Source: an optimization exercise on an open RTL-to-GDS flow (aim: small area). Production flows keep margins and buffers that such runs may drop.
The RTL was checked by simulation tests, not by an equivalence proof against the original design.

<file path="design/flow/run.sh">
#!/bin/bash
# synth_recipe.tcl (not shown) runs the flow's synth.tcl, then flattens the netlist and writes it again
# the make line also repeats each setting of config.mk as NAME=value (left out here)
make -C /OpenROAD-flow-scripts/flow DESIGN_CONFIG=/design/flow/config.mk WORK_HOME=/design/flow/orfs CLKGATE_MAP_FILE= SYNTH_SCRIPT=/design/flow/synth_recipe.tcl finish
</file>
<file path="design/flow/config.mk">
export PLATFORM = sky130hd
export DESIGN_NAME = PE
export DESIGN_NICKNAME = PE
export VERILOG_FILES = /design/flow/design.v
export SDC_FILE = /design/flow/constraint.sdc
export NUM_CORES = 4
export LEC_CHECK = 0
export CAP_MARGIN = 20
export CORE_MARGIN = 2
export CORE_UTILIZATION = 60
export SETUP_SLACK_MARGIN = 0.5
export SLEW_MARGIN = 20
</file>
<file path="design/flow/constraint.sdc">
create_clock -name core_clock -period 16.0 [get_ports {clock}]
set_input_delay 3.2000 -clock core_clock [delete_from_list [all_inputs] [get_ports {clock}]]
set_output_delay 3.2000 -clock core_clock [all_outputs]
set_load 0.01 [all_outputs]
</file>
<file path="design/flow/design.v">
module RAdd #(parameter W = 8) (
  input  [W-1:0] a,
  input  [W-1:0] b,
  input          ci,
  output [W-1:0] s,
  output         co
);
  wire [W:0] c;
  assign c[0] = ci;
  genvar i;
  generate
    for (i = 0; i < W; i = i + 1) begin : bit_
      assign s[i] = a[i] ^ b[i] ^ c[i];
      assign c[i+1] = (a[i] & b[i]) | (c[i] & (a[i] ^ b[i]));
    end
  endgenerate
  assign co = c[W];
endmodule
module FRoundPack(
  input         sign,
  input  [8:0]  E,
  input  [23:0] M,
  input         g,
  input         s,
  input  [2:0]  rm,
  output [31:0] out
);
  wire rne = rm == 3'h0;
  wire rdn = rm == 3'h2;
  wire rup = rm == 3'h3;
  wire rmm = rm == 3'h4;
  wire rod = rm == 3'h6;
  wire inexact = g | s;
  wire inc = (rne & g & (s | M[0])) | (rdn & sign & inexact) | (rup & ~sign & inexact) | (rmm & g);
  wire [23:0] Mo = {M[23:1], M[0] | (rod & inexact)};
  wire [23:0] Mi;
  wire        Mc;
  RAdd #(24) inc_ (.a(Mo), .b(24'd0), .ci(inc), .s(Mi), .co(Mc));
  wire [1:0]  v = {Mc, Mi[23]};
  wire [9:0]  adj = (v == 2'd0) ? 10'h3ff : (v == 2'd1) ? 10'h000 : 10'h001;
  wire [9:0]  top;
  wire        tc;
  RAdd #(10) exp_ (.a({1'b0, E}), .b(adj), .ci(1'b0), .s(top), .co(tc));
  wire ovf = top[9] | top[8] | (&top[7:0]);
  wire toInf = rne | rmm | (rdn & sign) | (rup & ~sign);
  assign out = ovf ? (toInf ? {sign, 8'hff, 23'd0} : {sign, 8'hfe, 23'h7fffff}) : {sign, top[7:0], Mi[22:0]};
endmodule
module FAddRaw(
  input  [31:0] a,
  input  [31:0] b,
  input         op,
  input  [2:0]  rm,
  output [37:0] raw
);
  wire sa = a[31];
  wire sb = b[31] ^ op;
  wire [7:0] ea = a[30:23];
  wire [7:0] eb = b[30:23];
  wire fa_nz = |a[22:0];
  wire fb_nz = |b[22:0];
  wire a_nan = (&ea) & fa_nz;
  wire b_nan = (&eb) & fb_nz;
  wire a_inf = (&ea) & ~fa_nz;
  wire b_inf = (&eb) & ~fb_nz;
  wire nan = a_nan | b_nan | (a_inf & b_inf & (sa ^ sb));
  wire inf = a_inf | b_inf;
  wire inf_sign = a_inf ? sa : sb;
  wire swap = b[30:0] > a[30:0];
  wire        sL = swap ? sb : sa;
  wire        sS = swap ? sa : sb;
  wire [30:0] xL = swap ? b[30:0] : a[30:0];
  wire [30:0] xS = swap ? a[30:0] : b[30:0];
  wire        nL = |xL[30:23];
  wire        nS = |xS[30:23];
  wire [7:0]  EL = {xL[30:24], xL[23] | ~nL};
  wire [7:0]  ES = {xS[30:24], xS[23] | ~nS};
  wire [23:0] mL = {nL, xL[22:0]};
  wire [23:0] mS = {nS, xS[22:0]};
  wire [7:0]  d = EL - ES;
  wire        far = d > 8'd26;
  wire [26:0] sh = far ? 27'd0 : ({mS, 3'b000} >> d[4:0]);
  reg  [4:0]  tz;
  integer i;
  always @(*) begin
    tz = 5'd0;
    for (i = 23; i >= 0; i = i - 1)
      if (mS[i]) tz = i[4:0];
  end
  wire        sticky = (|mS) & ({3'd0, tz} + 8'd3 < d);
  wire        effSub = sL ^ sS;
  wire [27:0] L = {1'b0, mL, 3'b000};
  wire [27:0] S = {1'b0, sh[26:1], sh[0] | sticky};
  wire [27:0] sum = L + (S ^ {28{effSub}}) + {27'd0, effSub};
  wire        zero = sum == 28'd0;
  reg  [4:0]  lz;
  always @(*) begin
    lz = 5'd27;
    for (i = 0; i <= 26; i = i + 1)
      if (sum[i]) lz = 5'd26 - i[4:0];
  end
  wire [7:0]  ELm1 = EL - 8'd1;
  wire [4:0]  nsh = ({3'd0, lz} > ELm1) ? ELm1[4:0] : lz;
  wire [26:0] nrm = sum[26:0] << nsh;
  wire        carry = sum[27];
  wire [23:0] M = carry ? sum[27:4] : nrm[26:3];
  wire        g = carry ? sum[3] : nrm[2];
  wire        s = carry ? (|sum[2:0]) : (|nrm[1:0]);
  wire [8:0]  E = zero ? 9'd1 : carry ? {1'b0, EL} + 9'd1 : {1'b0, EL} - {4'd0, nsh};
  wire        sign = inf ? inf_sign : zero ? (effSub ? (rm == 3'h2) : sL) : sL;
  assign raw = {nan, inf, sign, E, M, g, s};
endmodule
module FAddRound(
  input  [37:0] raw,
  input  [2:0]  rm,
  output [31:0] out
);
  wire [31:0] fin;
  FRoundPack rp (.sign(raw[35]), .E(raw[34:26]), .M(raw[25:2]), .g(raw[1]), .s(raw[0]), .rm(rm), .out(fin));
  assign out = raw[37] ? 32'h7fc00000 : raw[36] ? {raw[35], 8'hff, 23'd0} : fin;
endmodule
module FUnpackNorm(
  input  [31:0] a,
  output [23:0] m,
  output [9:0]  e
);
  wire [7:0] ea = a[30:23];
  wire       sub = ea == 8'd0;
  reg  [4:0] lz;
  integer i;
  always @(*) begin
    lz = 5'd0;
    for (i = 0; i <= 22; i = i + 1)
      if (a[i]) lz = 5'd22 - i[4:0];
  end
  wire [22:0] fs = a[22:0] << lz;
  assign m = sub ? {fs, 1'b0} : {1'b1, a[22:0]};
  assign e = sub ? -{5'd0, lz} : {2'd0, ea};
endmodule
module FMulRaw(
  input  [31:0] a,
  input  [31:0] b,
  input  [9:0]  ea_n,
  input  [9:0]  eb_n,
  input  [47:0] p,
  output [40:0] raw
);
  wire [7:0] ea = a[30:23];
  wire [7:0] eb = b[30:23];
  wire fa_nz = |a[22:0];
  wire fb_nz = |b[22:0];
  wire a_nan = (&ea) & fa_nz;
  wire b_nan = (&eb) & fb_nz;
  wire a_inf = (&ea) & ~fa_nz;
  wire b_inf = (&eb) & ~fb_nz;
  wire a_zero = (ea == 8'd0) & ~fa_nz;
  wire b_zero = (eb == 8'd0) & ~fb_nz;
  wire nan = a_nan | b_nan | (a_inf & b_zero) | (a_zero & b_inf);
  wire inf = a_inf | b_inf;
  wire zero = a_zero | b_zero;
  wire sign = a[31] ^ b[31];
  wire [9:0] es, E0;
  wire c0, c1;
  RAdd #(10) e1_ (.a(ea_n), .b(eb_n), .ci(1'b0), .s(es), .co(c0));
  RAdd #(10) e2_ (.a(es), .b(10'h381), .ci(1'b0), .s(E0), .co(c1));
  assign raw = {nan, inf, zero, sign, E0, p[47:22], |p[21:0]};
endmodule
module FMulRound(
  input  [40:0] raw,
  input  [2:0]  rm,
  output [31:0] out
);
  wire        sign = raw[37];
  wire [9:0]  E0 = raw[36:27];
  wire [25:0] pt = raw[26:1];
  wire        st = raw[0];
  wire        hi = pt[25];
  wire [9:0]  E;
  wire        ec;
  RAdd #(10) eh_ (.a(E0), .b(10'd0), .ci(hi), .s(E), .co(ec));
  wire [23:0] M = hi ? pt[25:2] : pt[24:1];
  wire        g = hi ? pt[1] : pt[0];
  wire        s = st | (hi & pt[0]);
  wire        tiny = E[9] | (E == 10'd0);
  wire [9:0]  sd;
  wire        sc;
  RAdd #(10) sd_ (.a(~E), .b(10'd1), .ci(1'b1), .s(sd), .co(sc));
  wire [4:0]  sdc = (sd[9:5] != 5'd0 || sd[4:0] > 5'd26) ? 5'd26 : sd[4:0];
  wire [24:0] X = {M, g};
  wire [24:0] Xs = X >> sdc;
  reg  [4:0]  tz;
  integer i;
  always @(*) begin
    tz = 5'd0;
    for (i = 24; i >= 0; i = i - 1)
      if (X[i]) tz = i[4:0];
  end
  wire        lost = (|X) & (tz < sdc);
  wire [23:0] Md = tiny ? Xs[24:1] : M;
  wire        gd = tiny ? Xs[0] : g;
  wire        sdn = tiny ? (s | lost) : s;
  wire [8:0]  Ed = tiny ? 9'd1 : (E[8] ? 9'h1ff : E[8:0]);
  wire [31:0] fin;
  FRoundPack rp (.sign(sign), .E(Ed), .M(Md), .g(gd), .s(sdn), .rm(rm), .out(fin));
  assign out = raw[40] ? 32'h7fc00000 : raw[39] ? {sign, 8'hff, 23'd0} : raw[38] ? {sign, 31'd0} : fin;
endmodule
module MulUnit(
  input         clock,
  input         reset,
  input         rs1,
  input         rs2,
  input         use_in,
  input         u1,
  input  [2:0]  r1,
  input  [31:0] pre_a,
  input  [31:0] pre_b,
  output [31:0] res
);
  reg [31:0] oa, ob, aa, ab;
  reg [40:0] R;
  reg [31:0] N, Y, Mr;
  wire [23:0] ma, mb;
  wire [9:0]  ea, eb;
  FUnpackNorm una (.a(aa), .m(ma), .e(ea));
  FUnpackNorm unb (.a(ab), .m(mb), .e(eb));
  wire [23:0] xl = use_in ? oa[23:0] : ma;
  wire [23:0] yl = use_in ? ob[23:0] : mb;
  wire [7:0]  ex = oa[31:24] * ob[7:0] + oa[7:0] * ob[31:24];
  wire [47:0] p = xl * yl + {16'd0, use_in ? ex : 8'd0, 24'd0};
  wire [31:0] pint = p[31:0];
  wire [40:0] fr;
  FMulRaw fmr (.a(aa), .b(ab), .ea_n(ea), .eb_n(eb), .p(p), .raw(fr));
  wire zf = rs1 | rs2;
  wire zi = reset | rs1;
  wire [40:0] fraw = zf ? {3'b001, 38'd0} : fr;
  wire [31:0] iraw = zi ? 32'd0 : pint;
  wire [31:0] mo = reset ? 32'd0 : N;
  wire [31:0] fres;
  FMulRound rr (.raw(R), .rm(r1), .out(fres));
  always @(posedge clock) begin
    oa <= pre_a;
    ob <= pre_b;
    aa <= oa;
    ab <= ob;
    R  <= use_in ? {9'd0, iraw} : fraw;
    N  <= u1 ? R[31:0] : mo;
    Y  <= u1 ? mo : fres;
    Mr <= Y;
  end
  assign res = rs1 ? 32'd0 : Mr;
endmodule
module AddUnit(
  input         clock,
  input         reset,
  input         rs1,
  input         rs2,
  input         use_in,
  input         u1,
  input  [2:0]  rm_in,
  input  [2:0]  r1,
  input         op_in,
  input  [31:0] pre_a,
  input  [31:0] pre_b,
  output [31:0] res
);
  reg [31:0] oa, ob, aa, ab;
  reg [37:0] R;
  reg [31:0] N, Y, Mr;
  wire [37:0] fr;
  FAddRaw far (.a(aa), .b(ab), .op(op_in), .rm(rm_in), .raw(fr));
  wire [31:0] isum = oa + (ob ^ {32{op_in}}) + {31'd0, op_in};
  wire zf = rs1 | rs2;
  wire zi = reset | rs1;
  wire zsign = op_in & (rm_in == 3'h2);
  wire [37:0] fraw = zf ? {2'b00, zsign, 9'd1, 26'd0} : fr;
  wire [31:0] iraw = zi ? 32'd0 : isum;
  wire [31:0] mo = reset ? 32'd0 : N;
  wire [31:0] fres;
  FAddRound rr (.raw(R), .rm(r1), .out(fres));
  always @(posedge clock) begin
    oa <= pre_a;
    ob <= pre_b;
    aa <= oa;
    ab <= ob;
    R  <= use_in ? {6'd0, iraw} : fraw;
    N  <= u1 ? R[31:0] : mo;
    Y  <= u1 ? mo : fres;
    Mr <= Y;
  end
  assign res = rs1 ? 32'd0 : Mr;
endmodule
module PE(
  input         clock,
  input         reset,
  input  [31:0] io_Xi_0,
  input  [31:0] io_Yi_0,
  input  [31:0] io_Xi_1,
  input  [31:0] io_Yi_1,
  input  [31:0] io_aggr_0,
  input  [31:0] io_aggr_1,
  input  [31:0] io_aggr_2,
  input  [31:0] io_aggr_3,
  input  [1:0]  io_m_0_sel,
  input  [1:0]  io_m_1_sel,
  input  [1:0]  io_m_2_sel,
  input  [1:0]  io_m_3_sel,
  input  [1:0]  io_m_4_sel,
  input  [1:0]  io_m_5_sel,
  input  [1:0]  io_m_6_sel,
  input  [1:0]  io_m_7_sel,
  input  [1:0]  io_m_8_sel,
  input  [1:0]  io_m_9_sel,
  input         io_addsub_0_op,
  input         io_addsub_1_op,
  input  [2:0]  io_rounding,
  input         io_tininess,
  input         io_use_int,
  output [31:0] io_out_0,
  output [31:0] io_out_1
);
  reg [31:0] Xi_0, Yi_0, Xi_1, Yi_1, aggr_0, aggr_1, aggr_2, aggr_3;
  reg        rs1, rs2, u1;
  reg [2:0]  r1;
  reg [31:0] pre_0, pre_1, pre_2, pre_3, pre_4, pre_5, pre_6, pre_7, pre_8, pre_9;
  reg [31:0] o_8, o_9, q_8, q_9;
  wire [31:0] A0, A1, M0, M1;
  function [31:0] mux3;
    input [1:0]  sel;
    input [31:0] in0;
    input [31:0] in1;
    input [31:0] in2;
    begin
      case (sel)
        2'd0: mux3 = in0;
        2'd1: mux3 = in1;
        2'd2: mux3 = in2;
        default: mux3 = 32'd0;
      endcase
    end
  endfunction
  always @(posedge clock) begin
    Xi_0 <= io_Xi_0;
    Yi_0 <= io_Yi_0;
    Xi_1 <= io_Xi_1;
    Yi_1 <= io_Yi_1;
    aggr_0 <= io_aggr_0;
    aggr_1 <= io_aggr_1;
    aggr_2 <= io_aggr_2;
    aggr_3 <= io_aggr_3;
    rs1 <= reset;
    rs2 <= rs1;
    u1 <= io_use_int;
    r1 <= io_rounding;
    pre_0 <= mux3(io_m_0_sel, Xi_0, A0, 32'd0);
    pre_1 <= mux3(io_m_1_sel, Yi_0, A0, 32'd0);
    pre_2 <= mux3(io_m_2_sel, Xi_1, A1, 32'd0);
    pre_3 <= mux3(io_m_3_sel, Yi_1, A1, 32'd0);
    pre_4 <= mux3(io_m_4_sel, Xi_0, M0, aggr_0);
    pre_5 <= mux3(io_m_5_sel, Yi_0, M1, aggr_1);
    pre_6 <= mux3(io_m_6_sel, Xi_1, M1, aggr_2);
    pre_7 <= mux3(io_m_7_sel, Yi_1, 32'd0, aggr_3);
    pre_8 <= mux3(io_m_8_sel, A0, M0, 32'd0);
    pre_9 <= mux3(io_m_9_sel, A1, M1, 32'd0);
    o_8 <= pre_8;
    o_9 <= pre_9;
    q_8 <= o_8;
    q_9 <= o_9;
  end
  MulUnit mul0 (.clock(clock), .reset(reset), .rs1(rs1), .rs2(rs2), .use_in(io_use_int), .u1(u1),
    .r1(r1), .pre_a(pre_0), .pre_b(pre_1), .res(M0));
  MulUnit mul1 (.clock(clock), .reset(reset), .rs1(rs1), .rs2(rs2), .use_in(io_use_int), .u1(u1),
    .r1(r1), .pre_a(pre_2), .pre_b(pre_3), .res(M1));
  AddUnit add0 (.clock(clock), .reset(reset), .rs1(rs1), .rs2(rs2), .use_in(io_use_int), .u1(u1),
    .rm_in(io_rounding), .r1(r1), .op_in(io_addsub_0_op), .pre_a(pre_4), .pre_b(pre_5), .res(A0));
  AddUnit add1 (.clock(clock), .reset(reset), .rs1(rs1), .rs2(rs2), .use_in(io_use_int), .u1(u1),
    .rm_in(io_rounding), .r1(r1), .op_in(io_addsub_1_op), .pre_a(pre_6), .pre_b(pre_7), .res(A1));
  wire zo = rs1 | rs2;
  assign io_out_0 = zo ? 32'd0 : q_8;
  assign io_out_1 = zo ? 32'd0 : q_9;
endmodule
</file>
==> flow_summary.json <==
{
  "min_path_type": "reg2reg",
  "p_per_area_nw_per_um2": 180,
  "clk_pin_slew_ns": 0.07,
  "intPower_mw": 12.7,
  "hold_violations": 0,
  "p_clk_share_pct": 17.6,
  "p_comb_share_pct": 58.5,
  "slowest_stage": "ha_1",
  "wl_per_cell_um": 26.0,
  "crit_arrival_ns": 15.46,
  "overflow": 0,
  "drive_gt1_share_pct": 6.78,
  "h-tree-depth": 4,
  "power.share.switching_pct": 47.7,
  "ios": 349,
  "clockBufferDepth": 3,
  "final_critical_path_setup_slack_ns": 1.23,
  "p_leak_nw": 60.5,
  "ys_ff_latch": 1764,
  "path_class": "reg2reg",
  "place_hpwl_um": 339000,
  "numCtsBuffers": 168,
  "fin_nets": 16077,
  "postSynthCellCount": 13670,
  "post-route-min-period_ns": 14.77,
  "setup_viol": 0,
  "cap_violations": 0,
  "maxSlewViolCount": 0,
  "first_pass_iters": 9,
  "async_flop_share_pct": 0,
  "grt_max_degree": 99,
  "row_count": 165,
  "critPathLaunchType": "flip-flop",
  "required_ns": 16.69,
  "mostFrequentLayoutCell": "dfxtp_1",
  "synthFlopType": "dfxtp_1",
  "fin_cells": 16682,
  "p_sw_mw": 11.6,
  "register_area_um2": 35300,
  "die_h_um": 456,
  "vias": 103516,
  "synth_cell_types": 115,
  "reg2regPathDepth": 71,
  "drtAntennaViolNets": 0,
  "clock_latency_ns": 0.84,
  "status": "finished clean",
  "drc": 0,
  "synth_edf_count": 0,
  "wirelength_um": 434000,
  "place.gp.congestion": 1.03,
  "critPathCaptureType": "flip-flop",
  "synth_top_area_cell": "dfxtp_1",
  "num-fill-cells": 16166,
  "area_growth_pct": 10.9,
  "power_frac_seq_pct": 24.0,
  "ys_warn_count": 6,
  "fin_crit_sh_pct": 92.3,
  "initial_core_util_pct": 60.4,
  "synth_top_area_share_pct": 28.8,
  "multi_input_area_um2": 79500,
  "die_w_um": 456,
  "place_inst": 16335,
  "cts_tree": "built",
  "slew_headroom_pct": 21.0,
  "grt_pass1_wl_um": 642000,
  "final_cell_mix": "dfxtp_1 (1760), nand2_1 (1635), inv_1 (1454)",
  "syn_area_um2": 122000,
  "critical_path.max_fanout": 14,
  "viasPerCell": 6.21,
  "critPathMaxStageDelay_ns": 0.51,
  "max_freq_mhz": 67.7,
  "track_usage_pct": 40.9,
  "setup_tns_ns": 0,
  "die-area_um2": 208000,
  "place_ws_ns": 0.992,
  "syn_area_per_cell_um2": 8.95,
  "drt-initial-drc-count": 11653,
  "grt_pass1_vias": 102956,
  "io_buffer_count": 347,
  "skew_ns": 0.0587,
  "root_buffer": "clkbuf_16",
  "worstMarginPinSlew_ns": 1.17,
  "hold_path_depth": 0,
  "synthTopCellsByArea": "dfxtp_1 (29%), fa_1 (18%), ha_1 (8.6%)",
  "antenna_found_initial": 23,
  "cts_num_sinks": 1764,
  "peakVddDrop_mv": 0.182,
  "seq_area_frac_synth_pct": 28.8,
  "finalPower_mw": 24.4,
  "whs_ns": 0.279,
  "rsz0062_at_grt": "true",
  "fp.coreArea_um2": 203000
}
[logic make-up (layout without fill, tap and decap cells)]
| kind of cell | count (synthesis) | count (layout) | share of synthesized area, % |
|---|---|---|---|
| AO/OA/AOI/OAI | 2334 | 2335 | 12.1 |
| XOR/XNOR | 399 | 399 | 2.88 |
| adder cells (fa/ha/maj) | 1938 | 1938 | 26.5 |
| buffers and inverters | 2133 | 2458 | 6.68 |
| flip-flops | 1764 | 1764 | 28.8 |
| multiplexers | 867 | 867 | 7.39 |
| other | 1 | 15 | 0.00306 |
| AND/OR/NAND/NOR | 4234 | 4234 | 15.5 |
[sequential cells by signal, indices dropped and copies added (netlist names), 38 cells and up]
signal	flops
add0.R	38
mul0.R	41
add1.R	38
mul1.R	41
[synthesized netlist by cell type, types with 17 or more instances]
library cell,count
clkbuf_1,542
and2_1,336
inv_1,1455
mux4_2,21
a211o_1,17
a211oi_1,107
a221oi_1,26
a31oi_1,56
mux2i_1,763
mux2_2,79
a2111oi_0,19
xor2_1,129
o21ai_1,69
o21bai_1,53
or2_2,34
o21a_1,59
nor3_1,216
nor4_1,71
buf_1,67
o221ai_1,31
and3_1,73
or3_1,51
buf_2,30
dfxtp_1,1764
nand4_1,74
nand2b_1,112
o22ai_1,85
a22o_1,112
a21o_1,69
xnor2_1,268
a21oi_1,572
nand2_1,1637
a22oi_1,57
o211ai_1,69
ha_1,844
a21boi_0,34
fa_1,1094
o31ai_1,45
o21ai_0,645
nor2b_1,161
nor2_1,1239
nand3_1,139
[cell type report]
type                            instances  area share (%)
Antenna cell                           13          0.0240
Clock buffer                          204            3.34
Clock inverter                        109            1.10
Inverter                             1475            4.09
Multi-Input combinational cell       9775            58.6
Sequential cell                      1764            26.0
Tap cell                             2672            2.46
Timing Repair Buffer                  669            4.34
Timing Repair inverter                  1         0.00369
[metrics by stage]
step	utilization [%]	instance area, µm²
6_report	67.0	136000
5_1_grt	67.0	136000
4_1_cts	66.8	135000
3_5_place_dp	63.9	129000
3_3_place_gp	63.9	129000
2_1_floorplan	-	122000
[routing by layer]
layer / wire length (µm) / global-route usage, % / up-vias
li1: - / - / 45740
met1: 167000 / 52.1 / 50287
met2: 189000 / 62.8 / 6070
met3: 45700 / 9.75 / 1405
met4: 32100 / 25.1 / 14
met5: 88 / 0 / -
[path summary, 6_finish.rpt]
| check | from | endpoint | slack, ns |
|---|---|---|---|
| max | add1.aa[26] | add1.R[34] | 1.23 |
| min | pre_8[9] | o_8[9] | 0.28 |
| max reg2reg | add1.aa[26] | add1.R[34] | 1.23 |
| min reg2reg | pre_8[9] | o_8[9] | 0.28 |
[timing repair]
item,4_1_cts,5_1_grt
buffers inserted,0,15
hold buffers,0,0
endpoints found under the setup margin,0,83
hold endpoints to repair,0,0
gates resized for setup,0,35
[power by group through the flow]
stage / clock network [mW] / logic [mW] / registers [mW]
3_5_place_dp: 0 / 13.6 / 5.90
6_report: 4.28 / 14.3 / 5.85
4_1_cts: 4.30 / 13.7 / 5.82
2_1_floorplan: 0 / 9.32 / 5.46
3_3_place_gp: 0 / 13.4 / 5.89
5_1_grt: 4.48 / 15.3 / 5.87
[worst max-delay path: cells and delay by family (launching register included)]
kind	cells	cell delay (ns)
AO/OA/AOI/OAI	38	7.48
flip-flops	1	0.39
AND/OR/NAND/NOR	17	3.10
adder cells (fa/ha/maj)	9	2.70
buffers and inverters	5	0.57
XOR/XNOR	2	0.34

[re-timing with driven ports]
In the flow no input, the clock included, has a driving cell. The finished layout below was timed again as built, in two steps. Step 1 (the two cells are an assumption about what drives the block):
set clk [get_ports {clock}]
set_driving_cell -lib_cell sky130_fd_sc_hd__clkbuf_16 $clk
set_driving_cell -lib_cell sky130_fd_sc_hd__buf_2 [delete_from_list [all_inputs] $clk]
Step 2 adds t to the input delays and takes it off the output delays; t is the mean of the earliest and latest rising clock arrival at the registers after step 1. Input paths then give back, and output paths get back, about the clock's delay inside the block. Three values: ideal, step 1, step 2; two values: the first two.
shift t [ns]: 0.903
slack for setup (ns): 1.234 / 1.234 / 1.234
worst setup path after step 2: register to register
latest minus earliest clock arrival (ns): 0.059 / 0.059
After both steps this run still meets setup and hold. The setup slack of this run moves by 0.000 ns with the drivers and by 0.000 ns with both steps.
